Optimization exercise on an open flow, not production practice. RTL: at most simulated, not proved equivalent. Function not checked: runs 3 to 5. The clock port is an ideal driver here. Power: default activity.

File: flow/run.sh
#!/bin/bash
# Own layout flow: the standard layout (standard.sh), with three changes:
#  - synthesis maps logic with an area-oriented ABC script (flow/area.abc) and
#    skips ORFS's half/full-adder extraction; everything before and after the
#    ABC call (fsm/share skipped, flip-flop mapping, flatten, renames) is the
#    standard synthesis script unchanged, so the registers are the same;
#  - ports are buffered with sky130_fd_sc_hd__buf_1;
#  - CTS uses small clock buffers and no dummy loads.
# Each tool's full output goes to the ORFS logs; make's output to flow_make.log.
set -euo pipefail
W=$PWD
F=$W/flow
# the standard synthesis script, with ORFS's synth.tcl replaced by a copy
# that takes its ABC script from MY_ABC_SCRIPT
sed "s#^source \$::env(SCRIPTS_DIR)/synth.tcl\$#source $W/my_synth.tcl#" synth_recipe.tcl > my_synth_recipe.tcl
grep -q "my_synth.tcl" my_synth_recipe.tcl
awk '{print} /^source \$::env\(SCRIPTS_DIR\)\/synth_preamble.tcl$/ {print "if { [env_var_exists_and_non_empty MY_ABC_SCRIPT] } { lset abc_args 1 $::env(MY_ABC_SCRIPT) }"}' \
    "$FLOW_HOME/scripts/synth.tcl" > my_synth.tcl
grep -q "MY_ABC_SCRIPT" my_synth.tcl
CTS="-sink_clustering_enable -repair_clock_nets -dont_use_dummy_load -buf_list $(cat $F/cts_bufs.txt) $(cat $F/cts_args.txt)"
bash standard.sh \
    SYNTH_SCRIPT=$W/my_synth_recipe.tcl MY_ABC_SCRIPT=$F/area.abc ADDER_MAP_FILE= \
    "BUFFER_PORTS_ARGS=-buffer_cell sky130_fd_sc_hd__buf_1" \
    "CTS_ARGS=$CTS" \
    finish > $W/flow_make.log 2>&1
test -s out/final.def
File: flow/area.abc
strash
ifraig
dc2
dch -f
amap
topo
File: flow/cts_args.txt
-sink_clustering_size 30 -sink_clustering_max_diameter 100
File: flow/cts_bufs.txt
sky130_fd_sc_hd__clkbuf_2 sky130_fd_sc_hd__clkbuf_4
File: standard.sh
#!/bin/bash
# synth_recipe.tcl (not shown) runs the flow's synth.tcl, then flattens the netlist and writes it again
# the make line also repeats each setting of config.mk as NAME=value (left out here)
make -C /OpenROAD-flow-scripts/flow DESIGN_CONFIG=/design/flow/config.mk WORK_HOME=/design/flow/orfs CLKGATE_MAP_FILE= SYNTH_SCRIPT=/design/flow/synth_recipe.tcl "${@:-finish}"
File: config.mk
export PLATFORM = sky130hd
export DESIGN_NAME = LCD_Keypad_Top
export DESIGN_NICKNAME = LCD_Keypad_Top
export VERILOG_FILES = /design/flow/design.v
export SDC_FILE = /design/flow/constraint.sdc
export NUM_CORES = 4
export LEC_CHECK = 0
export ABC_AREA = 1
export CAP_MARGIN = 20
export CORE_MARGIN = 2
export CORE_UTILIZATION = 40
export SLEW_MARGIN = 20
File: constraint.sdc
create_clock -name core_clock -period 10.0 [get_ports {clk}]
set_input_delay 2.0000 -clock core_clock [delete_from_list [all_inputs] [get_ports {clk}]]
set_output_delay 2.0000 -clock core_clock [all_outputs]
set_load 0.01 [all_outputs]
File: design.v
`timescale 1ns / 1ps
module LCD_Keypad_Top (clk, rst, data, rs, rw, e,
                       row, col, anode, seven_seg, PIN, key_flag);
input wire clk, rst;
input [3:0] row;
output [3:0] col;
output wire [7:0] data;
output wire [3:0] anode;
output wire [6:0] seven_seg;
output wire [1:0] PIN;
output wire rs, rw, e;
output wire key_flag;
localparam [111:0] SEG_TAB = 112'b1000010_0110000_0111000_0000001_0110001_0001100_0000000_0001111_1100000_0100000_0100100_1001100_0001000_0000110_0010010_1001111;    
localparam [127:0] ASCII_TAB = 128'h44454630433938374236353441333231;  
localparam [127:0] START_MSG = 128'h204e4950206769642034207265746e45;
localparam [127:0] MATCH_MSG = 128'h64656b636f6c6e5520736920726f6f44;
localparam [127:0] INVAL_MSG = 128'h20202020204e49502064696c61766e49;
reg [3:0] rsh;
always @(posedge clk) rsh <= {rsh[2:0], rst};
wire reset = &rsh;
localparam KS_INIT = 2'd0, KS_WAIT = 2'd1, KS_READ = 2'd2, KS_SHIFT = 2'd3;
reg [1:0] ks;
reg [9:0] kc;
reg [1:0] ct;            
reg kv;                  
reg [3:0] ki;            
wire k_wait = (ks == KS_WAIT);
wire k_read = (ks == KS_READ);
wire k_flag = (k_wait & (kc[0] & ~kc[2] & ~kc[3] & kc[4] & kc[8] & ~kc[9])) | (k_read & (~kc[0] & ~kc[1] & ~kc[2] & kc[3] & ~kc[4] & kc[5] & ~kc[7] & kc[8] & kc[9]));
wire [3:0] kbase = (row == 4'b1110) ? 4'd12 :
                   (row == 4'b1101) ? 4'd8 :
                   (row == 4'b1011) ? 4'd4 :
                   (row == 4'b0111) ? 4'd0 : row;
always @(posedge clk) begin
    if (reset | k_flag | ~(k_wait | k_read))
        kc <= 10'd0;
    else
        kc <= {kc[8:0], ~(kc[9] ^ kc[6])};
end
always @(posedge clk) begin
    if (reset) begin
        ks <= KS_INIT;
        kv <= 1'b0;
    end else begin
        case (ks)
            KS_INIT: begin
                ct <= 2'd0;
                ks <= KS_WAIT;
            end
            KS_WAIT: if (k_flag) ks <= KS_READ;
            KS_READ: begin
                kv <= (row != 4'b1111);
                ki <= kbase + {2'b00, ct};
                if (k_flag) ks <= KS_SHIFT;
            end
            KS_SHIFT: begin
                ct <= ct + 2'd1;
                ks <= KS_WAIT;
            end
        endcase
    end
end
assign col = ~(4'b1000 >> ct);
assign seven_seg = kv ? SEG_TAB[7*ki +: 7] : 7'b1100010;
reg [4:0] kb0, kb1;
reg kflag;
always @(posedge clk) begin
    kb0 <= {kv, ki};
    kb1 <= kb0;
    kflag <= ~reset & kb1[4];
end
assign key_flag = kflag;
reg [8:0] dc;
reg co;
reg [1:0] sel;
wire dv_t = (dc[0] & dc[1] & ~dc[2] & ~dc[3] & ~dc[4] & ~dc[5] & dc[6] & ~dc[7] & ~dc[8]);
always @(posedge clk) begin
    if (reset | dv_t)
        dc <= 9'd0;
    else
        dc <= {dc[7:0], ~(dc[8] ^ dc[4])};
    if (reset) begin
        co <= 1'b0;
        sel <= 2'd0;
    end else if (dv_t) begin
        co <= ~co;
        if (~co) sel <= sel + 2'd1;
    end
end
assign anode = ~(4'b1000 >> sel);
reg [7:0] ldata;
reg le, lf, lx;
reg [14:0] lc;
reg start_out;
wire lD = ~le & ~lf & ~lx;
wire lrs = ~ldata[7] & (ldata[6] | ldata[5]);
wire lflag = lD & (lrs ? (lc[0] & lc[1] & ~lc[2] & ~lc[3] & lc[4] & ~lc[5] & ~lc[6] & lc[7] & lc[8] & ~lc[9] & lc[10] & lc[11] & ~lc[13] & lc[14]) :
                   ldata[2] ? (lc[9] & ~lc[10] & ~lc[11] & lc[12]) :
                   (ldata[1] | ldata[0]) ? (~lc[1] & ~lc[3] & lc[4] & ~lc[10] & lc[11] & ~lc[12] & lc[13] & lc[14]) : 1'b1);
wire cap = lf & start_out;
reg [7:0] dw;
always @(posedge clk) begin
    if (~lD | lflag)
        lc <= 15'd0;
    else
        lc <= {lc[13:0], ~(lc[14] ^ lc[13])};
    if (reset) begin
        ldata <= 8'd0;
        le <= 1'b1;
        lf <= 1'b1;
        lx <= 1'b0;
    end else begin
        if (cap) ldata <= dw;
        le <= le ^ lx;
        lf <= (lf & ~cap) | (~le & lx);
        lx <= ~lx & (le ? ~lf : lflag);
    end
end
assign data = ldata;
assign rs = lrs;
assign e = le;
assign rw = 1'b0;
localparam S_INIT = 4'd0, S_ENTER = 4'd1, S_SHIFT = 4'd2, S_LOAD = 4'd3, S_KEY = 4'd4,
           S_IDLE = 4'd5, S_HOME = 4'd6, S_MATCH = 4'd7, S_INVAL = 4'd8, S_DONE = 4'd9;
reg [3:0] st;
reg [4:0] cnt;
reg ready;
reg [1:0] bst;           
reg [18:0] bc;
reg [1:0] pin_idx;
reg pin_f, pin_ok;
wire kf = kflag;
wire [4:0] kin = kb1;
wire pin_flag = (pin_idx == 2'd0);
wire s_load = (st == S_LOAD);
wire idle_flag = ((st == S_IDLE) & ~pin_flag) | s_load;
wire complete = (st == S_DONE) & ~reset;
wire count_flag = ((st == S_INIT)  & cnt[2] & cnt[1]) |
                  ((st == S_ENTER) & (&cnt[3:0])) |
                  ((st == S_SHIFT) & cnt[0]) |
                  ((st == S_HOME)  & cnt[1]) |
                  ((st == S_MATCH) & cnt[4]) |
                  ((st == S_INVAL) & cnt[4]) |
                  ((st == S_KEY)   & cnt[0]);
wire wait_flag = bst[0];
wire read = ready & kf;
wire bc_t = (bc[0] & ~bc[1] & ~bc[2] & ~bc[3] & bc[4] & bc[5] & bc[6] & ~bc[7] & bc[8] & ~bc[9] & ~bc[10] & bc[11] & ~bc[12] & bc[13] & ~bc[14] & ~bc[15] & bc[16] & bc[17] & ~bc[18]);
wire pin_hit = kin[4] & (kin[3:0] == (~pin_f ? 4'd3 :
                                      ~pin_idx[1] ? 4'd13 :   
                                      pin_idx[0] ? 4'd4 :    
                                                   4'd10));   
wire check_PIN = pin_flag & pin_ok;
reg [7:0] dw_n;
always @(*) begin
    case (st)
        S_INIT:
            case (cnt[2:0])
                3'd3: dw_n = 8'h01;
                3'd4: dw_n = 8'h02;
                3'd5: dw_n = 8'h06;
                default: dw_n = 8'hxx;
            endcase
        S_ENTER: dw_n = START_MSG[8*cnt[3:0] +: 8];
        S_SHIFT: dw_n = 8'hC6;
        S_LOAD:  dw_n = kin[4] ? ASCII_TAB[8*kin[3:0] +: 8] : 8'h3F;
        S_KEY:   dw_n = dw;
        S_HOME:  dw_n = 8'h02;
        S_MATCH: dw_n = MATCH_MSG[8*cnt[3:0] +: 8];
        S_INVAL: dw_n = INVAL_MSG[8*cnt[3:0] +: 8];
        S_IDLE, S_DONE: dw_n = 8'h00;
        default: dw_n = 8'hxx;
    endcase
end
always @(posedge clk) begin
    start_out <= lf & ~idle_flag & ~complete;
    ready <= ~((kf | wait_flag) & s_load);
    dw <= dw_n;
    if (reset)
        cnt <= 5'd3;
    else if (count_flag | idle_flag)
        cnt <= 5'd0;
    else if (cap)
        cnt <= cnt + 5'd1;
    if (reset)
        bst <= 2'b00;
    else begin
        case (bst)
            2'b00: if (read) bst <= 2'b01;
            2'b01: if (bc_t) bst <= 2'b11;
            default: bst <= kf ? 2'b01 : 2'b00;
        endcase
    end
    if (bst == 2'b01)
        bc <= {bc[17:0], ~(bc[18] ^ bc[5])};
    else
        bc <= 19'd0;
    if (reset) begin
        pin_f <= 1'b0;
        pin_idx <= 2'd3;
    end else if (read & s_load) begin
        pin_f <= 1'b1;
        if (pin_f) pin_idx <= {pin_idx[1] & pin_idx[0], ~pin_idx[0]};
        pin_ok <= (pin_ok | ~pin_f) & pin_hit;
    end
    if (reset)
        st <= S_INIT;
    else begin
        case (st)
            S_INIT:  if (count_flag) st <= S_ENTER;
            S_ENTER: if (count_flag) st <= S_SHIFT;
            S_SHIFT: if (count_flag) st <= S_LOAD;
            S_LOAD:  if (read) st <= S_KEY;
            S_KEY:   if (count_flag) st <= S_IDLE;
            S_IDLE:  if (pin_flag) st <= S_HOME;
                     else if (ready) st <= S_LOAD;
            S_HOME:  if (count_flag) st <= check_PIN ? S_MATCH : S_INVAL;
            S_MATCH: if (count_flag) st <= S_DONE;
            S_INVAL: if (count_flag) st <= S_DONE;
            S_DONE:  st <= S_DONE;
            default: st <= 4'bxxxx;
        endcase
    end
end
assign PIN = pin_idx;
endmodule
==> results of run 1 <==
## Yosys cell counts (all sizes together) (2+ instances only)
library cell / number / area share (%)
nor2: 138 / 11
a211oi: 7 / 1.1
o22ai: 5 / 0.67
o21ai: 24 / 2.6
clkinv: 90 / 7.2
a21oi: 21 / 2.2
nor4: 7 / 0.94
a41oi: 3 / 0.56
o21a: 4 / 0.64
edfxtp: 15 / 9.6
a31oi: 8 / 1.1
a221oi: 5 / 0.94
and2: 2 / 0.27
or3: 2 / 0.27
o221ai: 6 / 1.1
dfxtp: 101 / 43
nor3: 26 / 2.8
o211ai: 4 / 0.64
nand3: 7 / 0.75
a2111oi: 2 / 0.37
or2: 3 / 0.40
a22oi: 10 / 1.6
nor2b: 17 / 2.3
nand2: 47 / 3.8
nand4: 12 / 1.6
## power by group through the flow
stage	Clock (µW)	Combinational [µW]	Sequential [µW]
3_5_place_dp	0	466	693
3_3_place_gp	0	461	690
2_1_floorplan	0	343	680
## logic make-up after synthesis
family,share of synthesized area [%]
AND/OR/NAND/NOR,24.6
flip-flops,52.8
AO/OA/AOI/OAI,15.1
buffers and inverters,7.38
other,0.0802
## how the worst max path moves through the flow
stage | slack, ps | endpoint | from
3_5_place_dp | 6180 | ki[3] | row[0]
3_3_place_gp | 6350 | ki[3] | row[1]
2_1_floorplan | 6510 | ki[3] | row[1]
## stage by stage
stage          hold slack [ps]  setup WS [ps]
3_5_place_dp               312           6180
3_3_place_gp               311           6350
2_1_floorplan              310           6510
==> notes.md, run 1 <==
- Unique masters post-synth: 38
- Placed insts: 756
- Sequential fraction of the synthesis area: a little over half
- Post-synth EDFFs: 15
- Mapped Area: 4680 µm²
- Row count: 39
- Width of the die: around 110 µm
- YS warnings: 1
- Status: did not finish
- Ys flop type: dfxtp_1
- Err: [ERROR STA-0564] clock_tree_synthesis positional arguments not supported.
- Syn nets: ~590
- Die H: between 100 and 150 µm
- Initial Util: 41.0%
- Number of port buffers: 33
- Last stage: clock tree synthesis
- Placed instance area: around 5000 µm²
- Syn avg cell area: ~8 µm²
- GPL Wtd Cong: approximately 0.92
- Synthesized flop and latch total: between 100 and 150
- Post-Syn Instances: roughly 580
- I/O pin cnt: 35
- Post-DP HPWL: between 7000 and 8000 µm
- Synth async-reset ratio: 0%
==> run 2, diff against run 1 <==
--- a/flow/run.sh
+++ b/flow/run.sh
@@ -17,7 +17,7 @@
 awk '{print} /^source \$::env\(SCRIPTS_DIR\)\/synth_preamble.tcl$/ {print "if { [env_var_exists_and_non_empty MY_ABC_SCRIPT] } { lset abc_args 1 $::env(MY_ABC_SCRIPT) }"}' \
     "$FLOW_HOME/scripts/synth.tcl" > my_synth.tcl
 grep -q "MY_ABC_SCRIPT" my_synth.tcl
-CTS="-sink_clustering_enable -repair_clock_nets -dont_use_dummy_load -buf_list $(cat $F/cts_bufs.txt) $(cat $F/cts_args.txt)"
+CTS="-sink_clustering_enable -repair_clock_nets -dont_use_dummy_load -buf_list {$(cat $F/cts_bufs.txt)} $(cat $F/cts_args.txt)"
 bash standard.sh \
     SYNTH_SCRIPT=$W/my_synth_recipe.tcl MY_ABC_SCRIPT=$F/area.abc ADDER_MAP_FILE= \
     "BUFFER_PORTS_ARGS=-buffer_cell sky130_fd_sc_hd__buf_1" \
==> run 2 against run 1 <==
The run now finishes clean. Area after synthesis did not move. Synthesized cell count did not move.
==> notes.md, run 2 <==
- Status: no timing/DRC/antenna violations
- Drt via density: ~5.2
- Period utilisation layout: around two fifths
- Syn nets: 585 (unchanged)
- CP arrival: approximately 1900 ps
- RR Startpoint: rsh[1]
- CTS root buffer: clkbuf_4
- Post-Syn Instances: 579 (unchanged)
- Number of clock sinks: about 120
- # fillers: about 1,200
- Crit. Startpoint: ki[0]
- Syn avg cell area: 8.08 µm² (unchanged)
- Slowest stage delay, CP: ~420 ps
- TritonRoute pass-1 iters: 4
- RR Endpoint: kc[0]
- Die H: 112 µm (unchanged)
- Antenna violations before repair: 0
- Post-CTS Resized: 0
- Total GRT Usage: 16.3%
- Initial DRC count: 203
- Leakage: 0.00187 µW
- Ranking of synthesized cells by area: dfxtp_1, nor2_1, edfxtp_1
- Crit start category: flop
- Mapped Area: 4680 µm² (unchanged)
- YS warnings: 1 (unchanged)
- Slew HR: between 40% and 50%
- Area leader, netlist: dfxtp_1
- Least-Margin Pin Slew: roughly 770 ps
- FF-to-FF setup slack: 7210 ps
- Yosys top cell area share: 43.2% (unchanged)
- Final hold violations: 0
- Drt total wl: 9760 µm
- Clock latency (worst-skew pair): approximately 480 ps
- Worst Setup End Kind: output port
- Crit path time final: 3850 ps
- Hold/Removal Path Class: reg -> reg
- Top cell by count, worst path: nor2_1
- Hold path depth: 0
- Largest Register: bc
- Post-synth EDFFs: 15 (unchanged)
- Area Growth Syn to Fin: 9.36%
- DR WL/cell: 12.6 µm
- Post-CTS setup buffer count: 0
- Max VDD drop: about 0.16 mV
- Non-filler cells in the finished layout: a little under 800
- Residual DRC count: 0
- Placed insts: 756 (unchanged)
- Final Skew: about 23 ps
- Initial Util: 41.0% (unchanged)
- Width of the die: 112 µm (unchanged)
- H-tree depth: 4
- Die Area: roughly 13,000 µm²
- Most instantiated library cell after synthesis: nor2_1
- Most common cell after layout, fill and taps aside: nor2_1
- Max Cap Viol: 0
- Number of port buffers: 33 (unchanged)
- Hold Startpoint: kb0[3]
- Post-DP HPWL: 7140 µm (unchanged)
- Final setup viols: 0
- Clk slew on worst S/H paths: around 90 ps
- Setup TNS: 0 ps
- Antenna-violating nets left: 0
- I/O pin cnt: 35 (unchanged)
- Vias in the first global route: 3,794
- Core region area: ~11,000 µm²
- Crit-path cells: clkinv_1 -> nor2_1 -> nor2_1 -> nor2_1 -> nor2_1 -> nor3_1 -> buf_1
- Synthesized flop and latch total: 116 (unchanged)
- N_diodes: 0
- Row count: 39 (unchanged)
- CP required: 8000 ps
- First-pass GRT wire length: ~17,000 µm
- Synth async-reset ratio: 0% (unchanged)
- CTS tree: yes
- Nets: 638
- Crit-path slowest cell: edfxtp_1
- CP top delay family: simple AND/OR/NAND/NOR gates
- Kind of critical path: reg -> out
- Vias after detailed routing: 4,050
- Hold EP: kb1[3]
- Fin. max-slew vios: 0
- Biggest regs: bc (19), lc (15), kc (10)
- Pwr/cell area: 267 nW/µm²
- Sequential fraction of the synthesis area: 52.8% (unchanged)
- Maximum buffer depth of the clock tree: 2
- Buffers & Inverters on Critical Path: 2
- Max reg flops: 19
- # hold bufs at CTS: 0
- Reg2Reg Depth: 4
- GPL Wtd Cong: 0.917 (unchanged)
- Largest net degree at the start of global routing: 25
- FMAX: 260 MHz
- CTS Buf Count: 17
- Unrepaired setup endpoints after global routing: no
- Worst-path maximum fanout: 5
- Unique masters post-synth: 38 (unchanged)
- GRT overflow: 0
- Ys flop type: dfxtp_1
- Share of cells above drive strength 1: a little over 3%
- Post-synth top cells: nor2_1, dfxtp_1, clkinv_1
- Highest-count cells in the layout ignoring fill and taps: nor2_1, dfxtp_1, clkinv_1
-- run 2: layer usage --
metal	GRT usage (%)	share of wire [%]
met5	0	0
met4	7.89	1.8
met3	5.78	6.1
met2	26.6	48
met1	19.0	44
-- run 2: logic make-up after synthesis --
kind of cell           after synthesis  synth area share, %
DFF                                116                 52.8
buffers and inverters               91                 7.38
AOI/OAI and AO/OA                  107                 15.1
and+or+nand+nor                    264                 24.6
other                                1               0.0802
-- run 2: area by class of cell --
cell class,instances,area (µm²),share of cell area [%]
clock buffers,17,128,2.49
inverters,90,338,6.60
multi-input cells,372,1860,36.4
flip-flops and latches,116,2470,48.3
well taps,143,179,3.50
repair buffers,35,139,2.71
-- run 2: worst max path at each step --
stage / to / slack, ps / cells after the start
finish: seven_seg[3] / 6150 / 7
global route: seven_seg[3] / 5950 / 7
CTS: seven_seg[3] / 6090 / 7
detailed placement: ki[3] / 6180 / 12
global placement: ki[3] / 6350 / 12
floorplan: ki[3] / 6510 / 11
-- run 2: per-stage QoR --
stage / power [µW] / area (µm²) / hold slack, ps / setup WS [ps] / utilization (%)
finish: 1370 / 5120 / 332 / 6150 / 44.8
CTS: 1380 / 5120 / 337 / 6090 / 44.8
detailed placement: 1160 / 4990 / 312 / 6180 / 43.7
global placement: 1150 / 4990 / 311 / 6350 / 43.7
floorplan: 1020 / 4680 / 310 / 6510 / -
global route: 1480 / 5120 / 354 / 5950 / 44.8
-- run 2: power by group --
group	switching [µW]	leakage, µW	internal, µW
Clock	138	0.0000782	77.7
Combinational	306	0.000803	163
Sequential	79.6	0.000987	604
Total	524	0.00187	844
==> run 3, diff against run 2 <==
--- a/design.v
+++ b/design.v
@@ -12,7 +12,7 @@
 output wire key_flag;
 localparam [111:0] SEG_TAB = 112'b1000010_0110000_0111000_0000001_0110001_0001100_0000000_0001111_1100000_0100000_0100100_1001100_0001000_0000110_0010010_1001111;    
 localparam [127:0] ASCII_TAB = 128'h44454630433938374236353441333231;  
-localparam [127:0] START_MSG = 128'h204e4950206769642034207265746e45;
+localparam [127:0] START_MSG = 128'hxx4e4950206769642034207265746e45;
 localparam [127:0] MATCH_MSG = 128'h64656b636f6c6e5520736920726f6f44;
 localparam [127:0] INVAL_MSG = 128'h20202020204e49502064696c61766e49;
 reg [3:0] rsh;
@@ -123,7 +123,7 @@
 localparam S_INIT = 4'd0, S_ENTER = 4'd1, S_SHIFT = 4'd2, S_LOAD = 4'd3, S_KEY = 4'd4,
            S_IDLE = 4'd5, S_HOME = 4'd6, S_MATCH = 4'd7, S_INVAL = 4'd8, S_DONE = 4'd9;
 reg [3:0] st;
-reg [4:0] cnt;
+reg [3:0] cnt;
 reg ready;
 reg [1:0] bst;           
 reg [18:0] bc;
@@ -139,8 +139,8 @@
                   ((st == S_ENTER) & (&cnt[3:0])) |
                   ((st == S_SHIFT) & cnt[0]) |
                   ((st == S_HOME)  & cnt[1]) |
-                  ((st == S_MATCH) & cnt[4]) |
-                  ((st == S_INVAL) & cnt[4]) |
+                  ((st == S_MATCH) & cap & (&cnt)) |
+                  ((st == S_INVAL) & cap & (&cnt)) |
                   ((st == S_KEY)   & cnt[0]);
 wire wait_flag = bst[0];
 wire read = ready & kf;
@@ -160,13 +160,13 @@
                 3'd5: dw_n = 8'h06;
                 default: dw_n = 8'hxx;
             endcase
-        S_ENTER: dw_n = START_MSG[8*cnt[3:0] +: 8];
+        S_ENTER: dw_n = START_MSG[8*cnt +: 8];
         S_SHIFT: dw_n = 8'hC6;
         S_LOAD:  dw_n = kin[4] ? ASCII_TAB[8*kin[3:0] +: 8] : 8'h3F;
         S_KEY:   dw_n = dw;
         S_HOME:  dw_n = 8'h02;
-        S_MATCH: dw_n = MATCH_MSG[8*cnt[3:0] +: 8];
-        S_INVAL: dw_n = INVAL_MSG[8*cnt[3:0] +: 8];
+        S_MATCH: dw_n = MATCH_MSG[8*cnt +: 8];
+        S_INVAL: dw_n = INVAL_MSG[8*cnt +: 8];
         S_IDLE, S_DONE: dw_n = 8'h00;
         default: dw_n = 8'hxx;
     endcase
@@ -176,11 +176,11 @@
     ready <= ~((kf | wait_flag) & s_load);
     dw <= dw_n;
     if (reset)
-        cnt <= 5'd3;
+        cnt <= 4'd3;
     else if (count_flag | idle_flag)
-        cnt <= 5'd0;
+        cnt <= 4'd0;
     else if (cap)
-        cnt <= cnt + 5'd1;
+        cnt <= cnt + 4'd1;
     if (reset)
         bst <= 2'b00;
     else begin
==> flow/area.abc (replaced) <==
strash
ifraig
dc2
dch -f
amap
strash
dch -f
amap
topo
==> flow/cts_args.txt (replaced) <==
-sink_clustering_size 40 -sink_clustering_max_diameter 150
==> flow/cts_bufs.txt (replaced) <==
sky130_fd_sc_hd__clkbuf_8
==> run 3 against run 2 <==
Still clean. Utilization increased by 0.44 points. Register-to-register slack got worse by 400 ps. Critical path depth shrank 1. Clock skew is 5.1 ps lower. Setup slack better by 100 ps. Area after synthesis down 1.8%. Sequential cell count down 1. Critical path type unchanged. Critical endpoint is now seven_seg[5]. Largest cell class unchanged. Largest power group unchanged.
==> notes.md, run 3 <==
- DR WL/cell: 12.5 µm (-1.2%)
- Synth Area in Adders: 0% (unchanged)
- Main combinational cell family by area after synthesis: simple AND/OR/NAND/NOR gates
- YS warnings: 1 (unchanged)
- Post-CTS Resized: 0 (unchanged)
- CTS root buffer: clkbuf_8
- Number of port buffers: 33 (unchanged)
- Initial DRC count: 283 (+39%)
- Final hold violations: 0 (unchanged)
- Antenna violations before repair: 0 (unchanged)
- Sequential fraction of the synthesis area: 53.4% (+0.54 points)
- Hold/Removal Path Class: reg -> reg
- Crit-path cells: clkinv_1 -> nor2_1 -> nor2_1 -> a21oi_1 -> o21ai_0 -> buf_1
- # fillers: 1,153 (-2.0%)
- CTS Buf Count: 17 (unchanged)
- FMAX: 267 MHz (+2.7%)
- Status: no timing/DRC/antenna violations
- Die Area: 12,400 µm² (-1.7%)
- Crit start category: flop
- CP arrival: 1750 ps (-100 ps)
- Post-Syn Instances: 557 (-3.8%)
- Core region area: 11,300 µm² (-0.85%)
- Slowest stage delay, CP: 450 ps (+30 ps)
- Simple-gate share of the synthesized area: 23.5% (-1.0 points)
- Clk slew on worst S/H paths: 50 ps (-40 ps)
- CP required: 8000 ps (about the same)
- Ranking of synthesized cells by area: dfxtp_1, nor2_1, edfxtp_1
- Reg2Reg Depth: 11 (+7)
- Ys flop type: dfxtp_1
- Hold path depth: 0 (unchanged)
- Die H: 111 µm (-0.88%)
- Area leader, netlist: dfxtp_1
- Largest net degree at the start of global routing: 29 (+16%)
- Unique masters post-synth: 41 (+7.9%)
- GRT overflow: 0 (unchanged)
- Biggest regs: bc (19), lc (15), kc (10)
- Final Skew: 18.2 ps (-5.11 ps)
- Top cell by count, worst path: nor2_1
- Total GRT Usage: 15.6% (-0.67 points)
- Vias after detailed routing: 3,913 (-3.4%)
- Placed insts: 732 (-3.2%)
- Final setup viols: 0 (unchanged)
- Share of cells above drive strength 1: 2.81% (-0.21 points)
- Worst-path maximum fanout: 7 (+2)
- Unrepaired setup endpoints after global routing: no
- # hold bufs at CTS: 0 (unchanged)
- Post-DP HPWL: 6820 µm (-4.5%)
- Period utilisation layout: 37.5% (-1.0 points)
- Setup slack after layout: 6250 ps (+100 ps)
- Crit-path slowest cell: edfxtp_1
- Drt via density: 5.22 (-0.29%)
- Least-Margin Pin Slew: 826 ps (+59.7 ps)
- Max Cap Viol: 0 (unchanged)
- Maximum buffer depth of the clock tree: 2 (unchanged)
- Compound-Gate Fraction of Synth Area: 15.9% (+0.77 points)
- Post-synth EDFFs: 15 (unchanged)
- Initial Util: 40.6% (-0.40 points)
- I/O pin cnt: 35 (unchanged)
- Max VDD drop: 0.155 mV (-0.38%)
- Highest-count cells in the layout ignoring fill and taps: nor2_1, dfxtp_1, clkinv_1
- TritonRoute pass-1 iters: 5 (+1)
- Residual DRC count: 0 (unchanged)
- Crit path time final: 3750 ps (-100 ps)
- Clock latency (worst-skew pair): 410 ps (-70 ps)
- Slew HR: 44.6% (-3.9 points)
- Syn avg cell area: 8.25 µm² (+2.1%)
- Mapped Area: 4590 µm² (-1.8%)
- Synthesized flop and latch total: 115 (-0.86%)
- H-tree depth: 4 (unchanged)
- Worst Setup End Kind: output port
- Buffers & Inverters on Critical Path: 2 (unchanged)
- Row count: 39 (unchanged)
- Largest Register: bc
- Critical path depth: 6 (-1)
- Post-synthesis mux area share: 0% (unchanged)
- Synth async-reset ratio: 0% (unchanged)
- N_diodes: 0 (unchanged)
- Post-placement setup slack: 6340 ps (+154 ps)
- Pwr/cell area: 285 nW/µm² (+6.6%)
- Fin. max-slew vios: 0 (unchanged)
- Post-synth top cells: nor2_1, dfxtp_1, clkinv_1
- Nets: 614 (-3.8%)
- Area of the multi-input gates: 1810 µm² (-2.5%)
- GPL Wtd Cong: 0.900 (-1.8%)
- Leakage: 0.00185 µW (-1.0%)
- Max reg flops: 19 (unchanged)
- Sequential Area: 2450 µm² (-0.81%)
- Kind of critical path: reg -> out
- Yosys top cell area share: 43.6% (+0.36 points)
- Syn nets: 563 (-3.8%)
- CP top delay family: flip-flops
- Post-synthesis xor/xnor area fraction: 0% (unchanged)
- Setup TNS: 0 ps (unchanged)
- Area Growth Syn to Fin: 11.5%
- Number of clock sinks: 115 (-0.86%)
- Post-CTS setup buffer count: 0 (unchanged)
- Width of the die: 111 µm (-0.88%)
- Vias in the first global route: 3,609 (-4.9%)
- Antenna-violating nets left: 0 (unchanged)
- Most instantiated library cell after synthesis: nor2_1
- First-pass GRT wire length: 15,800 µm (-5.0%)
- Non-filler cells in the finished layout: 749 (-3.1%)
- Most common cell after layout, fill and taps aside: nor2_1
- Drt total wl: 9340 µm (-4.3%)
- CTS tree: yes
run 3: cell count changes in the layout (fill, tap and decap cells not counted), moves of 3 or more:
cell / change
a21oi_1: -5
a311oi_1: +4
clkbuf_4: -17
clkbuf_8: +17
clkinv_1: -5
nand2_1: -6
nand4_1: -3
nor2_1: -7
o221ai_1: -4
run 3: area by class of cell:
type                    instances  area share (%)
flip-flops and latches        115            47.9
multi-input cells             356            35.4
inverters                      85            6.23
clock buffers                  17            4.57
well taps                     143            3.49
repair buffers                 33            2.42
run 3: kinds of logic (layout without fill, tap and decap cells):
| kind of cell | count (synthesis) | in the layout |
|---|---|---|
| buffers and inverters | 86 | 135 |
| AND/OR/NAND/NOR | 248 | 248 |
| flip-flops | 115 | 115 |
| other | 1 | 1 |
| AO/OA/AOI/OAI | 107 | 107 |
run 3: per-stage QoR:
step	util (%)	power (µW)	instance area, µm²	hold WS (ps)
2_1_floorplan	-	1040	4590	310
5_1_grt	45.2	1570	5120	317
3_3_place_gp	43.2	1160	4890	311
4_1_cts	45.2	1470	5120	313
3_5_place_dp	43.2	1170	4890	312
6_report	45.2	1460	5120	312
run 3: power breakdown:
group          internal [µW]  switching (µW)  total [µW]  leakage (µW)
clock network            149             145         294      0.000122
logic                    172             308         480      0.000748
registers                603            83.5         687      0.000978
total                    923             537        1460       0.00185
run 3: path summary, 6_finish.rpt:
check / startpoint / end / slack, ps
max: ki[2] / seven_seg[5] / 6250
min reg2reg: kb0[3] / kb1[3] / 310
max reg2reg: st[3] / st[0] / 6810
min: kb0[3] / kb1[3] / 310
run 3: metal layers:
layer | track usage [%] | up-vias | wire, µm
met3 | 4.65 | 12 | 533
met4 | 7.41 | 0 | 102
met1 | 19.6 | 1792 | 4270
met2 | 24.6 | 108 | 4440
met5 | 0 | - | 0
li1 | - | 2001 | -
==> run 4, diff against run 3 <==
==> flow/cts_args.txt (replaced) <==
-sink_clustering_size 100 -sink_clustering_max_diameter 500
==> flow/cts_bufs.txt (replaced) <==
sky130_fd_sc_hd__clkbuf_16
==> run 4 against run 3 <==
Via count is 0.38% higher. Cell area up 3.7%. Final cell count unchanged. Combinational power hardly changed. Area after synthesis unchanged. Die area is the same. Global-route usage up 0.12 points. Sequential cell count unchanged. Total power up 11%. Critical endpoint unchanged. Largest cell class unchanged. Largest power group unchanged.
==> notes.md, run 4 <==
- Status: no timing/DRC/antenna violations
- Yosys top cell area share: 43.6% (unchanged)
- Residual DRC count: 0 (unchanged)
- FMAX: 267 MHz (-0.11%)
- Least-Margin Pin Slew: 837 ps (+10.7 ps)
- Largest net degree at the start of global routing: 29 (unchanged)
- Int Pwr: 1070 µW (+16%)
- Drt via density: 5.24 (+0.38%)
- Share of cells above drive strength 1: 2.81% (unchanged)
- Crit start category: flop
- Post-Syn Instances: 557 (unchanged)
- Crit. Startpoint: ki[2]
- Post-CTS Resized: 0 (unchanged)
- DR WL/cell: 12.6 µm (+1.1%)
- Fin. max-slew vios: 0 (unchanged)
- Largest Register: bc
- Most instantiated library cell after synthesis: nor2_1
- Hold Startpoint: kb0[3]
- RR Startpoint: st[3]
- Width of the die: 111 µm (unchanged)
- Area Growth Syn to Fin: 15.7%
- Initial Util: 40.6% (unchanged)
- Leakage: 0.00194 µW (+4.7%)
- Seq pwr share: 42.2% (-4.8 points)
- N_diodes: 0 (unchanged)
- GPL Wtd Cong: 0.900 (unchanged)
- Post-synth EDFFs: 15 (unchanged)
- GRT overflow: 0 (unchanged)
- Most common cell after layout, fill and taps aside: nor2_1
- Unique masters post-synth: 41 (unchanged)
- Synth async-reset ratio: 0% (unchanged)
- Mapped Area: 4590 µm² (unchanged)
- Placed instance area: 4890 µm² (unchanged)
- Die H: 111 µm (unchanged)
- TritonRoute pass-1 iters: 5 (unchanged)
- Die Area: 12,400 µm² (unchanged)
- Maximum buffer depth of the clock tree: 2 (unchanged)
- Met2 WL post-DR: 4470 µm (+0.70%)
- Antenna-violating nets left: 0 (unchanged)
- P_sw: 561 µW (+4.4%)
- Number of port buffers: 33 (unchanged)
- Final hold violations: 0 (unchanged)
- Sequential fraction of the synthesis area: 53.4% (unchanged)
- Clk slew on worst S/H paths: 40 ps (about the same)
- CP arrival: 1750 ps (about the same)
- Part of the power in combinational logic: 29.7% (-3.2 points)
- CP required: 8000 ps (about the same)
- Slew HR: 43.9% (-0.72 points)
- CTS root buffer: clkbuf_16
- M1 WL: 4330 µm (+1.5%)
- Number of clock sinks: 115 (unchanged)
- Sequential Area: 2450 µm² (unchanged)
- Kind of critical path: reg -> out
- Vias after detailed routing: 3,928 (+0.38%)
- I/O pin cnt: 35 (unchanged)
- Max VDD drop: 0.207 mV (+34%)
- Vias in the first global route: 3,631 (+0.61%)
- Initial DRC count: 284 (+0.35%)
- Syn nets: 563 (unchanged)
- Area leader, netlist: dfxtp_1
- Total GRT Usage: 15.7% (+0.12 points)
- Clock latency (worst-skew pair): 400 ps (about the same)
- Routed met3 length: 497 µm (-6.8%)
- Top sig layer: met4
- Final Cell Area: 5310 µm² (+3.7%)
- Drt total wl: 9440 µm (+1.1%)
- Post-CTS setup buffer count: 0 (unchanged)
- Antenna violations before repair: 0 (unchanged)
- Nets: 614 (unchanged)
- Area of the multi-input gates: 1810 µm² (unchanged)
- Placed insts: 732 (unchanged)
- H-tree depth: 4 (unchanged)
- Core region area: 11,300 µm² (unchanged)
- Post-synth top cells: nor2_1, dfxtp_1, clkinv_1
- Max reg flops: 19 (unchanged)
- Final Skew: 13.8 ps (-4.39 ps)
- Unrepaired setup endpoints after global routing: no
- Post-DP HPWL: 6820 µm (unchanged)
- Crit path time final: 3750 ps (+4.14 ps)
- Syn avg cell area: 8.25 µm² (unchanged)
- First-pass GRT wire length: 16,000 µm (+0.92%)
- Biggest regs: bc (19), lc (15), kc (10)
- Setup TNS: 0 ps (unchanged)
- Ys flop type: dfxtp_1
- Row count: 39 (unchanged)
- Ranking of synthesized cells by area: dfxtp_1, nor2_1, edfxtp_1
- Non-filler cells in the finished layout: 749 (unchanged)
- Utilization after layout: 46.9% (+1.7 points)
- CTS Buf Count: 17 (unchanged)
- Highest-count cells in the layout ignoring fill and taps: nor2_1, dfxtp_1, clkinv_1
- Worst Setup End Kind: output port
- # hold bufs at CTS: 0 (unchanged)
- Hold slack: 315 ps (+3.44 ps)
- Sw Share: 34.4% (-2.3 points)
- Synthesized flop and latch total: 115 (unchanged)
- Clock power share: 28.1% (+8.0 points)
- CTS tree: yes
- Final setup viols: 0 (unchanged)
- Hold/Removal Path Class: reg -> reg
- Period utilisation layout: 37.5% (+0.041 points)
- Worst-path maximum fanout: 7 (unchanged)
- Pwr/cell area: 306 nW/µm² (+7.5%)
- YS warnings: 1 (unchanged)
- # fillers: 1,118 (-3.0%)
- Max Cap Viol: 0 (unchanged)
## run 4: cell counts after synthesis
No cell type changed its count.
## run 4: power by group through the flow
stage | combinational, µW | sequential (µW) | clock, µW
floorplan | 352 | 683 | 0
global placement | 474 | 691 | 0
detailed placement | 481 | 694 | 0
CTS | 483 | 686 | 474
global route | 550 | 701 | 492
finish | 483 | 687 | 458
## run 4: final timing paths
| check | end | slack [ps] | cells after the start |
|---|---|---|---|
| setup / recovery | seven_seg[5] | 6250 | 6 |
| hold / removal | kb1[3] | 310 | 0 |
| setup reg to reg | st[0] | 6800 | 11 |
| hold reg to reg | kb1[3] | 310 | 0 |
## run 4: metal layers
layer	global-route usage (%)	vias up
li1	-	2001
met3	4.81	16
met4	6.58	0
met5	0	-
met1	19.8	1800
met2	25.1	111
## run 4: kinds of logic after synthesis
kind of cell | count (synthesis) | synth area share (%)
compound gates | 107 | 15.9
flops | 115 | 53.4
other cells | 1 | 0.0816
simple gates | 248 | 23.5
buf+inv | 86 | 7.11
## run 4: area by class of cell
cell class,instances,area share (%)
multi-input cells,356,34.1
repair buffers,33,2.33
inverters,85,6.00
clock buffers,17,8.01
well taps,143,3.37
flip-flops and latches,115,46.2
## run 4: critical path, stage by stage, from the launching register on
cell	delay [ps]
edfxtp_1	460
clkinv_1	170
nor2_1	210
nor2_1	80
a21oi_1	180
o21ai_0	120
buf_1	140
## run 4: metrics by stage
step,total power [µW],setup WS [ps]
detailed placement,1170,6340
finish,1630,6250
CTS,1640,6260
floorplan,1040,6620
global placement,1160,6450
global route,1740,6090
==> run 5, diff against run 4 <==
==> flow/cts_args.txt (replaced) <==
-sink_clustering_size 30 -sink_clustering_max_diameter 100
==> flow/cts_bufs.txt (replaced) <==
sky130_fd_sc_hd__clkbuf_4
--- a/config.mk
+++ b/config.mk
@@ -8,5 +8,6 @@
 export ABC_AREA = 1
 export CAP_MARGIN = 20
 export CORE_MARGIN = 2
-export CORE_UTILIZATION = 40
+export CORE_UTILIZATION = 65
+export PLACE_DENSITY = 0.8
 export SLEW_MARGIN = 20
==> run 5 against run 4 <==
Sequential share of layout area increased by 3.2 points. Via count up 1.2%. Die area is 37% lower. Critical path depth unchanged. Wire length increased by 1.4%. First-iteration DRC count increased by 30%. Register-to-register slack worse by 40 ps. Cell area shrank 6.6%. Area after synthesis unchanged. Final cell count down 6.1%. Setup slack got worse by 70 ps. Still clean on timing, DRC and antenna.
==> notes.md, run 5 <==
- Synth Area in Adders: 0% (unchanged)
- Unrepaired setup endpoints after global routing: no
- Clk slew on worst S/H paths: 70 ps (+30 ps)
- Largest Register: bc
- Max VDD drop: 0.164 mV (-20%)
- Die Area: 7750 µm² (-37%)
- Ys flop type: dfxtp_1
- Reg2Reg Depth: 11 (unchanged)
- Hold path depth: 0 (unchanged)
- Nets: 615 (+0.16%)
- Total GRT Usage: 26.3% (+11 points)
- Max Cap Viol: 0 (unchanged)
- Period utilisation layout: 38.2% (+0.70 points)
- Kind of critical path: reg -> out
- Ranking of synthesized cells by area: dfxtp_1, nor2_1, edfxtp_1
- Post-Syn Instances: 557 (unchanged)
- Crit start category: flop
- Synth async-reset ratio: 0% (unchanged)
- Compound-Gate Fraction of Synth Area: 15.9% (unchanged)
- Final setup viols: 0 (unchanged)
- Antenna-violating nets left: 0 (unchanged)
- Post-CTS setup buffer count: 0 (unchanged)
- Post-synth EDFFs: 15 (unchanged)
- Drt total wl: 9570 µm (+1.4%)
- Fin. max-slew vios: 0 (unchanged)
- Area Growth Syn to Fin: 8.09%
- Worst Setup End Kind: output port
- Initial DRC count: 369 (+30%)
- Width of the die: 88.1 µm (-21%)
- Main combinational cell family by area after synthesis: simple AND/OR/NAND/NOR gates
- Final Skew: 39.5 ps (+25.7 ps)
- CP arrival: 1820 ps (+70 ps)
- Non-filler cells in the finished layout: 703 (-6.1%)
- Post-synth top cells: nor2_1, dfxtp_1, clkinv_1
- Placed insts: 686 (-6.3%)
- Drt via density: 5.66 (+7.9%)
- Die H: 88.1 µm (-21%)
- I/O pin cnt: 35 (unchanged)
- # hold bufs at CTS: 0 (unchanged)
- Number of clock sinks: 115 (unchanged)
- Synthesized flop and latch total: 115 (unchanged)
- Highest-count cells in the layout ignoring fill and taps: nor2_1, dfxtp_1, clkinv_1
- Pwr/cell area: 278 nW/µm² (-9.3%)
- Post-synthesis xor/xnor area fraction: 0% (unchanged)
- Setup TNS: 0 ps (unchanged)
- CTS root buffer: clkbuf_4
- Unique masters post-synth: 41 (unchanged)
- Least-Margin Pin Slew: 781 ps (-55.9 ps)
- Status: no timing/DRC/antenna violations
- Share of cells above drive strength 1: 2.97% (+0.16 points)
- Vias after detailed routing: 3,977 (+1.2%)
- Sequential fraction of the synthesis area: 53.4% (unchanged)
- Post-synthesis mux area share: 0% (unchanged)
- Largest net degree at the start of global routing: 20 (-31%)
- Maximum buffer depth of the clock tree: 2 (unchanged)
- Number of port buffers: 33 (unchanged)
- Antenna violations before repair: 0 (unchanged)
- GRT overflow: 0 (unchanged)
- Post-CTS Resized: 0 (unchanged)
- Initial Util: 67.2% (+27 points)
- Residual DRC count: 0 (unchanged)
- Final hold violations: 0 (unchanged)
- GPL Wtd Cong: 0.937 (+4.1%)
- First-pass GRT wire length: 15,700 µm (-1.8%)
- Slew HR: 47.5% (+3.7 points)
- CP required: 8000 ps (about the same)
- Hold/Removal Path Class: reg -> reg
- Worst-path maximum fanout: 7 (unchanged)
- Biggest regs: bc (19), lc (15), kc (10)
- YS warnings: 1 (unchanged)
- Crit path time final: 3820 ps (+69.8 ps)
- Core region area: 6830 µm² (-40%)
- Row count: 30 (-23%)
- Syn avg cell area: 8.25 µm² (unchanged)
- Post-DP HPWL: 7000 µm (+2.6%)
- DR WL/cell: 13.6 µm (+8.0%)
- Area leader, netlist: dfxtp_1
- Syn nets: 563 (unchanged)
- Most instantiated library cell after synthesis: nor2_1
- Leakage: 0.00181 µW (-6.5%)
- Most common cell after layout, fill and taps aside: nor2_1
- N_diodes: 0 (unchanged)
- Mapped Area: 4590 µm² (unchanged)
- Yosys top cell area share: 43.6% (unchanged)
- Vias in the first global route: 3,691 (+1.7%)
- H-tree depth: 4 (unchanged)
- FMAX: 262 MHz (-1.8%)
- TritonRoute pass-1 iters: 5 (unchanged)
- Simple-gate share of the synthesized area: 23.5% (unchanged)
- CTS Buf Count: 17 (unchanged)
- Max reg flops: 19 (unchanged)
- Clock latency (worst-skew pair): 480 ps (+80 ps)
- CTS tree: yes
-- run 5: cells by family (layout without fill, tap and decap cells) --
family / count (synthesis) / in the layout
buf+inv: 86 / 136
simple gates: 248 / 248
compound gates: 107 / 107
flops: 115 / 115
other cells: 1 / 1
-- run 5: final cells by class --
cell class,instances,area (µm²)
inverter,85,319
tap,96,120
clock buffer,17,128
multi-input combinational,356,1810
sequential,115,2450
fill,555,1870
timing repair buffer,34,131
-- run 5: per-stage QoR --
stage / hold WS (ps) / util (%) / setup slack [ps] / total power (µW) / instance area (µm²)
final: 319 / 72.7 / 6180 / 1380 / 4960
after detailed placement: 313 / 70.8 / 6320 / 1170 / 4840
after floorplan: 310 / - / 6620 / 1040 / 4590
after CTS: 326 / 72.7 / 6160 / 1380 / 4960
after global placement: 311 / 70.8 / 6450 / 1150 / 4840
after global routing: 341 / 72.7 / 5970 / 1480 / 4960
-- run 5: per-layer routing --
| layer | share of wire, % | track usage (%) | vias up |
|---|---|---|---|
| li1 | - | - | 1997 |
| met1 | 43 | 29.7 | 1816 |
| met2 | 49 | 46.3 | 147 |
| met3 | 6.4 | 8.29 | 17 |
| met4 | 1.6 | 10.1 | 0 |
| met5 | 0 | 0 | - |
-- run 5: critical path, stage by stage (launching register included) --
cell and delay (ps):
edfxtp_1 460, clkinv_1 180, nor2_1 220, nor2_1 70, a21oi_1 190, o21ai_0 110
buf_1 140
-- run 5: path summary, 6_finish.rpt --
check / start / end / slack (ps)
hold reg to reg: kb0[4] / kb1[4] / 320
setup / recovery: ki[2] / seven_seg[5] / 6180
setup reg to reg: st[3] / st[0] / 6760
hold / removal: kb0[4] / kb1[4] / 320
-- run 5: where the power goes --
part	internal (µW)	switching [µW]
Clock	77.6	131
Combinational	172	312
Sequential	602	84.3
Total	851	528
==> run 6, diff against run 5 <==
--- a/design.v
+++ b/design.v
@@ -26,7 +26,7 @@
 reg [3:0] ki;            
 wire k_wait = (ks == KS_WAIT);
 wire k_read = (ks == KS_READ);
-wire k_flag = (k_wait & (kc[0] & ~kc[2] & ~kc[3] & kc[4] & kc[8] & ~kc[9])) | (k_read & (~kc[0] & ~kc[1] & ~kc[2] & kc[3] & ~kc[4] & kc[5] & ~kc[7] & kc[8] & kc[9]));
+wire k_flag = (k_wait & (kc[1] & ~kc[2] & ~kc[3] & kc[5] & ~kc[6] & ~kc[8])) | (k_read & (~kc[0] & ~kc[1] & ~kc[2] & ~kc[3] & kc[4] & kc[5] & ~kc[6] & ~kc[7] & kc[9]));
 wire [3:0] kbase = (row == 4'b1110) ? 4'd12 :
                    (row == 4'b1101) ? 4'd8 :
                    (row == 4'b1011) ? 4'd4 :
@@ -35,7 +35,7 @@
     if (reset | k_flag | ~(k_wait | k_read))
         kc <= 10'd0;
     else
-        kc <= {kc[8:0], ~(kc[9] ^ kc[6])};
+        kc <= {~kc[8], ~kc[7], ~kc[6], ~kc[5], ~kc[4], ~kc[3], ~kc[2], ~kc[1], ~kc[0], ~(~kc[9] ^ kc[6])};
 end
 always @(posedge clk) begin
     if (reset) begin
@@ -73,12 +73,12 @@
 reg [8:0] dc;
 reg co;
 reg [1:0] sel;
-wire dv_t = (dc[0] & dc[1] & ~dc[2] & ~dc[3] & ~dc[4] & ~dc[5] & dc[6] & ~dc[7] & ~dc[8]);
+wire dv_t = (~dc[0] & dc[1] & dc[2] & dc[3] & dc[4] & dc[5] & ~dc[6] & ~dc[7] & ~dc[8]);
 always @(posedge clk) begin
     if (reset | dv_t)
         dc <= 9'd0;
     else
-        dc <= {dc[7:0], ~(dc[8] ^ dc[4])};
+        dc <= {~dc[7], ~dc[6], ~dc[5], ~dc[4], ~dc[3], ~dc[2], ~dc[1], ~dc[0], ~(dc[8] ^ dc[4])};
     if (reset) begin
         co <= 1'b0;
         sel <= 2'd0;
@@ -94,16 +94,16 @@
 reg start_out;
 wire lD = ~le & ~lf & ~lx;
 wire lrs = ~ldata[7] & (ldata[6] | ldata[5]);
-wire lflag = lD & (lrs ? (lc[0] & lc[1] & ~lc[2] & ~lc[3] & lc[4] & ~lc[5] & ~lc[6] & lc[7] & lc[8] & ~lc[9] & lc[10] & lc[11] & ~lc[13] & lc[14]) :
-                   ldata[2] ? (lc[9] & ~lc[10] & ~lc[11] & lc[12]) :
-                   (ldata[1] | ldata[0]) ? (~lc[1] & ~lc[3] & lc[4] & ~lc[10] & lc[11] & ~lc[12] & lc[13] & lc[14]) : 1'b1);
+wire lflag = lD & (lrs ? (lc[0] & ~lc[1] & lc[2] & lc[3] & lc[4] & ~lc[5] & ~lc[6] & ~lc[7] & lc[8] & ~lc[9] & lc[11] & ~lc[12] & ~lc[13] & ~lc[14]) :
+                   ldata[2] ? (lc[0] & lc[11] & lc[14]) :
+                   (ldata[1] | ldata[0]) ? (lc[0] & ~lc[1] & ~lc[2] & ~lc[3] & ~lc[4] & lc[5] & lc[6] & ~lc[8] & ~lc[14]) : 1'b1);
 wire cap = lf & start_out;
 reg [7:0] dw;
 always @(posedge clk) begin
     if (~lD | lflag)
         lc <= 15'd0;
     else
-        lc <= {lc[13:0], ~(lc[14] ^ lc[13])};
+        lc <= {~lc[13], ~lc[12], ~lc[11], ~lc[10], ~lc[9], ~lc[8], ~lc[7], ~lc[6], ~lc[5], ~lc[4], ~lc[3], ~lc[2], ~lc[1], ~lc[0], ~(lc[14] ^ ~lc[13])};
     if (reset) begin
         ldata <= 8'd0;
         le <= 1'b1;
@@ -144,7 +144,7 @@
                   ((st == S_KEY)   & cnt[0]);
 wire wait_flag = bst[0];
 wire read = ready & kf;
-wire bc_t = (bc[0] & ~bc[1] & ~bc[2] & ~bc[3] & bc[4] & bc[5] & bc[6] & ~bc[7] & bc[8] & ~bc[9] & ~bc[10] & bc[11] & ~bc[12] & bc[13] & ~bc[14] & ~bc[15] & bc[16] & bc[17] & ~bc[18]);
+wire bc_t = (~bc[0] & bc[1] & bc[2] & bc[3] & bc[4] & ~bc[5] & bc[6] & ~bc[7] & ~bc[8] & bc[9] & bc[10] & bc[11] & ~bc[12] & ~bc[13] & bc[14] & bc[15] & bc[16] & ~bc[17] & bc[18]);
 wire pin_hit = kin[4] & (kin[3:0] == (~pin_f ? 4'd3 :
                                       ~pin_idx[1] ? 4'd13 :   
                                       pin_idx[0] ? 4'd4 :    
@@ -191,7 +191,7 @@
         endcase
     end
     if (bst == 2'b01)
-        bc <= {bc[17:0], ~(bc[18] ^ bc[5])};
+        bc <= {~bc[17], ~bc[16], ~bc[15], ~bc[14], ~bc[13], ~bc[12], ~bc[11], ~bc[10], ~bc[9], ~bc[8], ~bc[7], ~bc[6], ~bc[5], ~bc[4], ~bc[3], ~bc[2], ~bc[1], ~bc[0], ~(bc[18] ^ ~bc[5])};
     else
         bc <= 19'd0;
     if (reset) begin
--- a/config.mk
+++ b/config.mk
@@ -8,6 +8,5 @@
 export ABC_AREA = 1
 export CAP_MARGIN = 20
 export CORE_MARGIN = 2
-export CORE_UTILIZATION = 65
-export PLACE_DENSITY = 0.8
+export CORE_UTILIZATION = 40
 export SLEW_MARGIN = 20
==> run 6 against run 5 <==
Setup slack got worse by 24 ps. Sequential cell count unchanged. Die area increased by 55%. Largest power group unchanged.
==> notes.md, run 6 <==
- Kind of critical path: reg -> out
- Post-Syn Instances: 534 (-4.1%)
- H-tree depth: 4 (unchanged)
- Die Area: 12,000 µm² (+55%)
- Largest net degree at the start of global routing: 28 (+40%)
- Max Cap Viol: 0 (unchanged)
- Width of the die: 110 µm (+25%)
- Biggest regs: bc (19), lc (15), kc (10)
- Worst Setup End Kind: output port
- Hold EP: kb1[3]
- YS warnings: 1 (unchanged)
- Highest-count cells in the layout ignoring fill and taps: nor2_1, dfxtp_1, clkinv_1
- Share of cells above drive strength 1: 3.08% (+0.12 points)
- Clk slew on worst S/H paths: 90 ps (+20 ps)
- Placed insts: 707 (+3.1%)
- CTS root buffer: clkbuf_4
- Final hold violations: 0 (unchanged)
- Die H: 110 µm (+25%)
- FF-to-FF setup slack: 7060 ps (+300 ps)
- Maximum buffer depth of the clock tree: 2 (unchanged)
- Antenna violations before repair: 0 (unchanged)
- Fin. max-slew vios: 0 (unchanged)
- Drt total wl: 9220 µm (-3.7%)
- Reg2Reg Depth: 11 (unchanged)
- Number of clock sinks: 115 (unchanged)
- Top cell by count, worst path: nor2_1
- Antenna-violating nets left: 0 (unchanged)
- GRT overflow: 0 (unchanged)
- CTS tree: yes
- Post-DP HPWL: 6570 µm (-6.0%)
- CP arrival: 1840 ps (+20 ps)
- CTS Buf Count: 17 (unchanged)
- Most common cell after layout, fill and taps aside: nor2_1
- Vias in the first global route: 3,507 (-5.0%)
- Mapped Area: 4460 µm² (-2.8%)
- Most instantiated library cell after synthesis: nor2_1
- Largest Register: bc
- Total GRT Usage: 16.6% (-9.7 points)
- Status: no timing/DRC/antenna violations
- TritonRoute pass-1 iters: 5 (unchanged)
- GPL Wtd Cong: 0.946 (+0.92%)
- Hold Startpoint: kb0[3]
- Crit start category: flop
- Syn avg cell area: 8.36 µm² (+1.4%)
- Crit-path cells: clkinv_1 -> nor2_1 -> nor2_1 -> a21oi_1 -> o21ai_0 -> buf_1
- Setup TNS: 0 ps (unchanged)
- FMAX: 260 MHz (-0.63%)
- Yosys top cell area share: 44.8% (+1.3 points)
- Slowest stage delay, CP: 470 ps (about the same)
- Worst-path maximum fanout: 7 (unchanged)
- Max VDD drop: 0.164 mV (-0.16%)
- RR Endpoint: dw[0]
- Vias after detailed routing: 3,840 (-3.4%)
- Final Skew: 27.5 ps (-12.1 ps)
- Area leader, netlist: dfxtp_1
- Hold/Removal Path Class: reg -> reg
- Leakage: 0.00181 µW (+0.22%)
- Post-CTS setup buffer count: 0 (unchanged)
- Crit-path slowest cell: edfxtp_1
- Area Growth Syn to Fin: 9.56%
- Sequential fraction of the synthesis area: 54.9% (+1.5 points)
- Post-synth EDFFs: 15 (unchanged)
- CP required: 8000 ps (about the same)
- Period utilisation layout: 38.4% (+0.24 points)
- Synthesized flop and latch total: 115 (unchanged)
- Slew HR: 33.2% (-14 points)
- RR Startpoint: st[2]
- I/O pin cnt: 35 (unchanged)
- Row count: 38 (+27%)
- Ys flop type: dfxtp_1
- Crit path time final: 3840 ps (+24.2 ps)
- N_diodes: 0 (unchanged)
- Initial Util: 41.0% (-26 points)
- Post-CTS Resized: 0 (unchanged)
- Post-synth top cells: nor2_1, dfxtp_1, clkinv_1
- Pwr/cell area: 315 nW/µm² (+13%)
- Ranking of synthesized cells by area: dfxtp_1, nor2_1, edfxtp_1
- Initial DRC count: 222 (-40%)
- Max reg flops: 19 (unchanged)
- Clock latency (worst-skew pair): 470 ps (about the same)
- Unique masters post-synth: 42 (+2.4%)
- # hold bufs at CTS: 0 (unchanged)
- First-pass GRT wire length: 15,600 µm (-0.48%)
- Synth async-reset ratio: 0% (unchanged)
- Hold path depth: 0 (unchanged)
- Residual DRC count: 0 (unchanged)
- Core region area: 10,900 µm² (+59%)
- Non-filler cells in the finished layout: 724 (+3.0%)
- Least-Margin Pin Slew: 991 ps (+210 ps)
- Number of port buffers: 33 (unchanged)
- Unrepaired setup endpoints after global routing: no
- Drt via density: 5.30 (-6.2%)
- DR WL/cell: 12.7 µm (-6.5%)
- Nets: 592 (-3.7%)
- Syn nets: 540 (-4.1%)
- Final setup viols: 0 (unchanged)
run 6: cell types whose count changed in the layout (fill, tap and decap cells not counted), moves of 3 or more:
cell	change
nor2_1	+12
o21ai_0	+5
clkinv_1	-27
nor2b_1	-11
nand4_1	-3
a31oi_1	+6
run 6: final cells by class:
| cell class | count | area, µm² |
|---|---|---|
| well taps | 140 | 175 |
| fillers | 1076 | 6000 |
| clock buffers | 17 | 128 |
| repair buffers | 34 | 131 |
| inverters | 58 | 218 |
| flip-flops and latches | 115 | 2450 |
| multi-input cells | 360 | 1790 |
run 6: power by group:
part           leakage (µW)  switching [µW]  internal, µW
sequential         0.000988             127           668
combinational      0.000748             333           198
clock             0.0000782             135          77.7
run 6: critical path: cells and delay by family, from the launching register on:
family | cells | cell delay (ps)
DFF | 1 | 470
AOI/OAI and AO/OA | 2 | 310
buffers and inverters | 2 | 300
and+or+nand+nor | 2 | 280
run 6: per-layer routing:
metal  GRT usage (%)  share of wire (%)
met4            6.60                1.3
met3            5.45                5.9
met2            27.0                 47
met5               0                  0
met1            20.2                 46
run 6: kinds of logic after synthesis:
logic type | synth area share [%]
AO/OA/AOI/OAI | 16.6
other | 0.0840
buffers and inverters | 5.04
AND/OR/NAND/NOR | 23.3
flip-flops | 54.9
run 6: worst max path at each step:
stage	from	end	slack [ps]	cells after the start
2_1_floorplan	row[0]	ki[3]	6430	11
3_3_place_gp	row[0]	ki[3]	6200	12
3_5_place_dp	row[0]	ki[3]	6070	12
4_1_cts	ki[0]	seven_seg[1]	6110	6
5_1_grt	ki[2]	seven_seg[5]	5940	6
6_report	ki[2]	seven_seg[5]	6160	6
run 6: through the flow:
step | hold WS [ps] | util (%) | setup WS, ps | area, µm² | power [µW]
after floorplan | 310 | - | 6430 | 4460 | 1170
after global routing | 337 | 44.9 | 5940 | 4890 | 1670
after detailed placement | 312 | 43.7 | 6070 | 4760 | 1330
after global placement | 310 | 43.7 | 6200 | 4760 | 1320
final | 330 | 44.9 | 6160 | 4890 | 1540
after CTS | 333 | 44.9 | 6110 | 4890 | 1550
==> run 7, diff against run 6 <==
--- a/flow/run.sh
+++ b/flow/run.sh
@@ -5,7 +5,9 @@
 #    ABC call (fsm/share skipped, flip-flop mapping, flatten, renames) is the
 #    standard synthesis script unchanged, so the registers are the same;
 #  - ports are buffered with sky130_fd_sc_hd__buf_1;
-#  - CTS uses small clock buffers and no dummy loads.
+#  - the clock tree is built by flow/manual_cts.tcl before CTS (four
+#    clkbuf_16, each driving the flip-flops of one quarter of the placement),
+#    and TritonCTS is told to leave the clock net alone.
 # Each tool's full output goes to the ORFS logs; make's output to flow_make.log.
 set -euo pipefail
 W=$PWD
@@ -21,6 +23,6 @@
 bash standard.sh \
     SYNTH_SCRIPT=$W/my_synth_recipe.tcl MY_ABC_SCRIPT=$F/area.abc ADDER_MAP_FILE= \
     "BUFFER_PORTS_ARGS=-buffer_cell sky130_fd_sc_hd__buf_1" \
-    "CTS_ARGS=$CTS" \
+    "CTS_ARGS=$CTS" PRE_CTS_TCL=$F/manual_cts.tcl \
     finish > $W/flow_make.log 2>&1
 test -s out/final.def
==> flow/cts_bufs.txt (replaced) <==
sky130_fd_sc_hd__clkbuf_2 sky130_fd_sc_hd__clkbuf_4
==> flow/manual_cts.tcl (new file) <==
# Manual clock tree: the flip-flops are split into NCLK groups by placement
# (halves by x, then halves by y), each driven by one clock buffer placed at
# its group's centre; the clock port drives only those buffers.
proc manual_clock_tree { bufmaster nx ny } {
  set db [ord::get_db]
  set block [ord::get_db_block]
  set clknet [$block findNet clk]
  set master [$db findMaster $bufmaster]
  set pts {}
  foreach it [$clknet getITerms] {
    set inst [$it getInst]
    set loc [$inst getLocation]
    lappend pts [list $it [lindex $loc 0] [lindex $loc 1]]
  }
  set groups {}
  set byx [lsort -integer -index 1 $pts]
  set n [llength $byx]
  for {set i 0} {$i < $nx} {incr i} {
    set part [lrange $byx [expr {$i * $n / $nx}] [expr {($i + 1) * $n / $nx - 1}]]
    set byy [lsort -integer -index 2 $part]
    set m [llength $byy]
    for {set j 0} {$j < $ny} {incr j} {
      lappend groups [lrange $byy [expr {$j * $m / $ny}] [expr {($j + 1) * $m / $ny - 1}]]
    }
  }
  set k 0
  foreach g $groups {
    set sx 0; set sy 0
    foreach p $g { set sx [expr {$sx + [lindex $p 1]}]; set sy [expr {$sy + [lindex $p 2]}] }
    set cx [expr {$sx / [llength $g]}]; set cy [expr {$sy / [llength $g]}]
    set buf [odb::dbInst_create $block $master clkbuf_manual_$k]
    set net [odb::dbNet_create $block clknet_manual_$k]
    $net setSigType CLOCK
    [$buf findITerm A] connect $clknet
    [$buf findITerm X] connect $net
    foreach p $g { set it [lindex $p 0]; $it disconnect; $it connect $net }
    $buf setLocation $cx $cy
    $buf setPlacementStatus PLACED
    incr k
  }
  puts "manual clock tree: $k buffers of $bufmaster"
}
manual_clock_tree sky130_fd_sc_hd__clkbuf_16 2 2
set_cts_config -skip_nets clk
==> run 7 against run 6 <==
Clock skew down 18 ps. Setup slack better by 84 ps. Clock power down 14%. Hold slack better by 6.2 ps. Wire length is 2.7% lower. Combinational power is essentially flat. Highest routed layer unchanged.
==> notes.md, run 7 <==
- Status: no timing/DRC/antenna violations
- Pwr/cell area: 310 nW/µm² (-1.4%)
- Kind of critical path: in -> reg
- Total GRT Usage: 14.9% (-1.7 points)
- Die Area: 12,000 µm² (unchanged)
- Final hold violations: 0 (unchanged)
- Part of the power in combinational logic: 35.2% (+0.7 points)
- N_diodes: 0 (unchanged)
- Slowest stage delay, CP: 340 ps (-130 ps)
- Share of cells above drive strength 1: 0.876% (-2.2 points)
- Pwr Total: 1510 µW (-2.0%)
- Initial Util: 41.0% (unchanged)
- Number of port buffers: 33 (unchanged)
- Post-CTS setup buffer count: 0 (unchanged)
- # hold bufs at CTS: 0 (unchanged)
- Worst-path maximum fanout: 3 (-4)
- Synth async-reset ratio: 0% (unchanged)
- Crit path time final: 3760 ps (-83.8 ps)
- Period utilisation layout: 37.6% (-0.84 points)
- Slew HR: 32.0% (-1.2 points)
- Most common cell after layout, fill and taps aside: nor2_1
- Seq pwr share: 52.6% (+0.9 points)
- TritonRoute pass-1 iters: 4 (-1)
- Nets: 579 (-2.2%)
- Placed instance area: 4760 µm² (unchanged)
- P_sw: 569 µW (-4.4%)
- Clk slew on worst S/H paths: 110 ps (+20 ps)
- Crit-path slowest cell: nor3_1
- Sw Share: 37.7% (-0.94 points)
- Residual DRC count: 0 (unchanged)
- Post-synth EDFFs: 15 (unchanged)
- Largest Register: bc
- Worst Setup End Kind: flop
- Post-Syn Instances: 534 (unchanged)
- Post-synth top cells: nor2_1, dfxtp_1, clkinv_1
- Ys flop type: dfxtp_1
- Unrepaired setup endpoints after global routing: no
- FMAX: 266 MHz (+2.2%)
- Max Cap Viol: 0 (unchanged)
- GRT overflow: 0 (unchanged)
- Max VDD drop: 0.150 mV (-8.8%)
- Final Skew: 9.72 ps (-17.8 ps)
- Vias in the first global route: 3,395 (-3.2%)
- Hold slack: 336 ps (+6.22 ps)
- Ranking of synthesized cells by area: dfxtp_1, nor2_1, edfxtp_1
- Biggest regs: bc (19), lc (15), kc (10)
- Syn avg cell area: 8.36 µm² (unchanged)
- # fillers: 1,081 (+0.46%)
- DR WL/cell: 12.6 µm (-0.93%)
- Least-Margin Pin Slew: 1010 ps (+18.2 ps)
- YS warnings: 1 (unchanged)
- Vias after detailed routing: 3,748 (-2.4%)
- Core region area: 10,900 µm² (unchanged)
- Buffers & Inverters on Critical Path: 3 (+1)
- Unique masters post-synth: 42 (unchanged)
- Die H: 110 µm (unchanged)
- CP top delay family: simple AND/OR/NAND/NOR gates
- Int Pwr: 939 µW (-0.45%)
- Yosys top cell area share: 44.8% (unchanged)
- Hold/Removal Path Class: reg -> reg
- CP required: 9930 ps (+1930 ps)
- Fin. max-slew vios: 0 (unchanged)
- Area leader, netlist: dfxtp_1
- Drt via density: 5.27 (-0.61%)
- Syn nets: 540 (unchanged)
- FF-to-FF setup slack: 7060 ps (about the same)
- First-pass GRT wire length: 15,100 µm (-3.1%)
- Highest-count cells in the layout ignoring fill and taps: nor2_1, dfxtp_1, clkinv_1
- Post-CTS Resized: 0 (unchanged)
- Mapped Area: 4460 µm² (unchanged)
- Antenna-violating nets left: 0 (unchanged)
- Drt total wl: 8970 µm (-2.7%)
- Crit start category: input port
- Initial DRC count: 171 (-23%)
- Sequential fraction of the synthesis area: 54.9% (unchanged)
- GPL Wtd Cong: 0.946 (unchanged)
- Final setup viols: 0 (unchanged)
- Row count: 38 (unchanged)
- Crit-path cells: buf_1 -> clkinv_1 -> nor2_1 -> clkinv_1 -> nor3_1 -> nor4_1 -> nand2_1 -> o21ai_0 -> o21ai_0 -> nand2_1 -> nand2_1 -> o21ai_0
- Setup TNS: 0 ps (unchanged)
- Largest net degree at the start of global routing: 30 (+7.1%)
- Leakage: 0.00178 µW (-1.6%)
- Post-DP HPWL: 6570 µm (unchanged)
- Final Cell Area: 4860 µm² (-0.56%)
- Max reg flops: 19 (unchanged)
- Most instantiated library cell after synthesis: nor2_1
- CP arrival: 3690 ps (+1850 ps)
- I/O pin cnt: 35 (unchanged)
- Clock power share: 12.1% (-1.7 points)
- Synthesized flop and latch total: 115 (unchanged)
- Clock latency (worst-skew pair): 170 ps (-300 ps)
- Antenna violations before repair: 0 (unchanged)
- Width of the die: 110 µm (unchanged)
- Area Growth Syn to Fin: 8.94%
run 7: cell counts after synthesis:
Identical to the previous run, type by type.
run 7: final cells by class:
type | count | area, µm² | share of cell area [%]
Multi-Input combinational cell | 360 | 1790 | 36.7
Timing Repair Buffer | 34 | 131 | 2.70
Sequential cell | 115 | 2450 | 50.4
Inverter | 58 | 218 | 4.48
Tap cell | 140 | 175 | 3.60
Buffer | 4 | 100 | 2.06
run 7: per-layer routing:
layer / global-route usage (%) / share of wire [%]
met1: 20.0 / 47
met2: 26.6 / 47
met3: 1.13 / 5.1
met4: 2.17 / 1.3
met5: 0 / 0
run 7: power groups by stage:
| stage | Combinational, µW | Clock (µW) | Sequential (µW) |
|---|---|---|---|
| 6_report | 531 | 183 | 794 |
| 5_1_grt | 614 | 204 | 820 |
| 4_1_cts | 531 | 142 | 808 |
| 3_5_place_dp | 530 | 0 | 804 |
| 3_3_place_gp | 518 | 0 | 801 |
| 2_1_floorplan | 388 | 0 | 781 |
run 7: final timing paths:
| path | depth (start not counted) | start | end |
|---|---|---|---|
| hold reg to reg | 0 | kb0[2] | kb1[2] |
| setup / recovery | 12 | row[0] | ki[3] |
| hold / removal | 0 | kb0[2] | kb1[2] |
| setup reg to reg | 12 | st[2] | st[2] |
run 7: cells by family after synthesis:
group / share of synthesized area (%)
AO/OA/AOI/OAI: 16.6
buffers and inverters: 5.04
flip-flops: 54.9
other: 0.0840
AND/OR/NAND/NOR: 23.3
run 7: through the flow:
step           setup slack [ps]  utilization, %  instances
2_1_floorplan              6430               -        534
3_3_place_gp               6200            43.7        707
3_5_place_dp               6070            43.7        707
4_1_cts                    6060            44.7        711
5_1_grt                    5920            44.7        711
6_report                   6240            44.7        711
